This is an optimization exercise on Yosys and OpenROAD, whose aim is small area, not a production implementation. Only simulation tests tie the RTL to the original design; equivalence was not proved.

Design rx_frontend, start of the top module:
module rx_frontend(
  input clk,
  input rst,
  input [5:0] rate,
  input [31:0] frequency,
  input signed [11:0] in_data,
  output reg out_strobe,
  output signed [15:0] out_I,
  output signed [15:0] out_Q
  );
Size: roughly 8000 cells after synthesis, roughly 1900 flip-flops, roughly 89000 um2 of cells after synthesis.
==> module cic, before the edit <==
module cic( clock, take, in_data, out_data, out_round );
input clock;
input [2:0] take;             
input signed [17:0] in_data;
output [15:0] out_data;
output reg out_round;
reg [7:0] c_mid;
reg sg1, sg2;
always @(posedge clock) begin
  c_mid <= in_data[16:9];
  sg1 <= in_data[17];
  sg2 <= sg1;
end
wire [24:0] cx = {{8{sg2}}, c_mid, in_data[8:0]};
wire [24:0] d3;
genvar q;
generate
  for (q = 0; q < 3; q = q + 1) begin : part
    localparam integer LO = (q == 0) ? 0 : (q == 1) ? 9 : 17;
    localparam integer WP = (q == 0) ? 9 : 8;
    reg [WP-1:0] i1, i2, j, p2, p3;
    wire c1i, c2i, c3i, b2i, b3i;
    wire c1o, c2o, c3o, b2o, b3o;
    wire [WP-1:0] s1, s2, s3, e2, e3;
    rip #(.W(WP)) add1(.a(i1), .b(cx[LO+WP-1:LO]), .ci(c1i), .s(s1), .co(c1o));
    rip #(.W(WP)) add2(.a(i2), .b(i1), .ci(c2i), .s(s2), .co(c2o));
    rip #(.W(WP)) add3(.a(j & {WP{~take[q]}}), .b(i2), .ci(c3i), .s(s3), .co(c3o));
    rip #(.W(WP)) sub2(.a(j), .b(~p2), .ci(b2i), .s(e2), .co(b2o));
    rip #(.W(WP)) sub3(.a(e2), .b(~p3), .ci(b3i), .s(e3), .co(b3o));
    assign d3[LO+WP-1:LO] = e3;
    always @(posedge clock) begin
      i1 <= s1;
      i2 <= s2;
      j <= s3;
      if (take[q]) begin
        p2 <= j;
        p3 <= e2;
      end
    end
    if (q == 0) begin : c0
      assign c1i = 1'b0; assign c2i = 1'b0; assign c3i = 1'b0;
      assign b2i = 1'b1; assign b3i = 1'b1;
    end else begin : cq
      reg c1r, c2r, c3r, b2r, b3r;
      always @(posedge clock) begin
        c1r <= part[q-1].c1o; c2r <= part[q-1].c2o; c3r <= part[q-1].c3o;
        b2r <= part[q-1].b2o; b3r <= part[q-1].b3o;
      end
      assign c1i = c1r; assign c2i = c2r; assign c3i = c3r;
      assign b2i = b2r; assign b3i = b3r;
    end
  end
endgenerate
reg [7:0] a_lo, a_hi;
always @(posedge clock) begin
  if (take[0]) out_round <= d3[8];
  if (take[1]) a_lo <= d3[16:9];
  a_hi <= d3[24:17];
end
assign out_data = {a_hi, a_lo};
endmodule
==> module varcic, before the edit <==
module varcic #(parameter integer DLY = 0)
  ( clock, inject, in_data, in_round, load, act, shift, rsel, out_data );
input clock;
input [3:0] inject;
input signed [15:0] in_data;
input in_round;
input [3:0] load;
input [3:0] act;
input shift;
input [1:0] rsel;
output [15:0] out_data;
reg [4:0] a_hi;
reg s2, s3;
always @(posedge clock) begin
  a_hi <= in_data[15:11];
  s2 <= a_hi[4];
  s3 <= s2;
end
wire [42:0] a_ext = {{10{s3}}, {11{s2}}, {6{a_hi[4]}}, a_hi, in_data[10:0]};
wire [42:0] t;
genvar q;
generate
  for (q = 0; q < 4; q = q + 1) begin : part
    localparam integer LO = 11 * q;
    localparam integer WP = (q == 3) ? 10 : 11;
    reg [WP-1:0] w0, w1, w2, w3, w4;
    wire [WP-1:0] opb = inject[q] ? a_ext[LO+WP-1:LO] : w1;
    wire ci, co;
    wire [WP-1:0] sum;
    rip #(.W(WP)) iadd(.a(w0), .b(opb), .ci(ci), .s(sum), .co(co));
    always @(posedge clock) begin
      w0 <= w1; w1 <= w2; w2 <= w3; w3 <= w4; w4 <= sum;
    end
    wire [WP-1:0] x = (DLY == 0) ? w4 : (DLY == 1) ? w3 : (DLY == 2) ? w2 : (DLY == 3) ? w1 : w0;
    reg [WP-1:0] p0, p1, p2, p3, p4;
    reg [WP-1:0] tr;
    wire bi, bo;
    wire [WP-1:0] diff;
    rip #(.W(WP)) csub(.a(tr), .b(~(p0 & {WP{act[q]}})), .ci(bi), .s(diff), .co(bo));
    always @(posedge clock) begin
      p0 <= p1; p1 <= p2; p2 <= p3; p3 <= p4; p4 <= act[q] ? tr : p0;
      tr <= load[q] ? x : diff;
    end
    assign t[LO+WP-1:LO] = tr;
    if (q == 0) begin : c0
      assign ci = inject[0] & in_round;
      assign bi = 1'b1;
    end else begin : cq
      reg cr, br;
      always @(posedge clock) begin
        cr <= part[q-1].co;
        br <= part[q-1].bo;
      end
      assign ci = cr;
      assign bi = br;
    end
  end
endgenerate
reg [16:0] sl;
always @(*)
  case (rsel)
    2'd0: sl = t[27:11];
    2'd1: sl = t[32:16];
    2'd2: sl = t[37:21];
    default: sl = t[42:26];
  endcase
wire [15:0] rnd = sl[16:1] + {15'b0, sl[0]};
reg [15:0] d0, d1, d2, d3, d4;
always @(posedge clock)
  if (shift) begin
    d0 <= rnd; d1 <= d0; d2 <= d1; d3 <= d2; d4 <= d3;
  end
assign out_data = d4;
endmodule
clock: 6.0 ns
lec_check: 0
cap_margin: 20
core_margin: 2
core_utilization: 65
cts_buf_list: sky130_fd_sc_hd__clkbuf_8
cts_cluster_diameter: 80
cts_cluster_size: 16
slew_margin: 20
run.sh (not shown) runs the stock make flow with config.mk's settings and CLKGATE_MAP_FILE= SYNTH_SCRIPT=/design/flow/synth_recipe.tcl, a recipe that flattens the netlist after the stock synthesis.
The first run finished with timing, DRC and antenna clean.
Change:
--- a/flow/design.v
+++ b/flow/design.v
@@ -91,5 +91,5 @@
   if (take[0]) out_round <= d3[8];
   if (take[1]) a_lo <= d3[16:9];
-  a_hi <= d3[24:17];
+  if (take[2]) a_hi <= d3[24:17];
 end
 assign out_data = {a_hi, a_lo};
@@ -106,12 +106,5 @@
 input [1:0] rsel;
 output [15:0] out_data;
-reg [4:0] a_hi;
-reg s2, s3;
-always @(posedge clock) begin
-  a_hi <= in_data[15:11];
-  s2 <= a_hi[4];
-  s3 <= s2;
-end
-wire [42:0] a_ext = {{10{s3}}, {11{s2}}, {6{a_hi[4]}}, a_hi, in_data[10:0]};
+wire [42:0] a_ext = {{27{in_data[15]}}, in_data};
 wire [42:0] t;
 genvar q;
Result: Worst setup slack got worse by 0.084 ns; via count hardly moves; sequential share of layout area barely changes; count of clock-buffer cells in the layout fell by 1; routed wire length goes down by 4.1%; final cell count stays flat.

[re-timing with driven ports]
In the flow no input, the clock included, has a driving cell. The finished layouts below were timed again as built, in two steps.
Step 1, drivers: a clkbuf_16 drives clk and a buf_2 each remaining input, both assumed.
Step 2 times the ports against the registers' clock, not the clock port: input delays grow and output delays shrink by t, the midpoint of the rising clock arrivals with the driver on.
a / b / c = no drivers / after step 1 / after step 2; a / b = the first two.
run	t (ns)	setup WS [ns]	worst register clock-pin slew, ns	worst data-port slew with drivers (ns)
the first run	0.988	0.308 / 0.308 / 0.308	0.11 / 0.11	0.17
the second run	0.945	0.224 / 0.224 / 0.224	0.11 / 0.11	0.05
After both steps setup and hold are still met in every run listed.
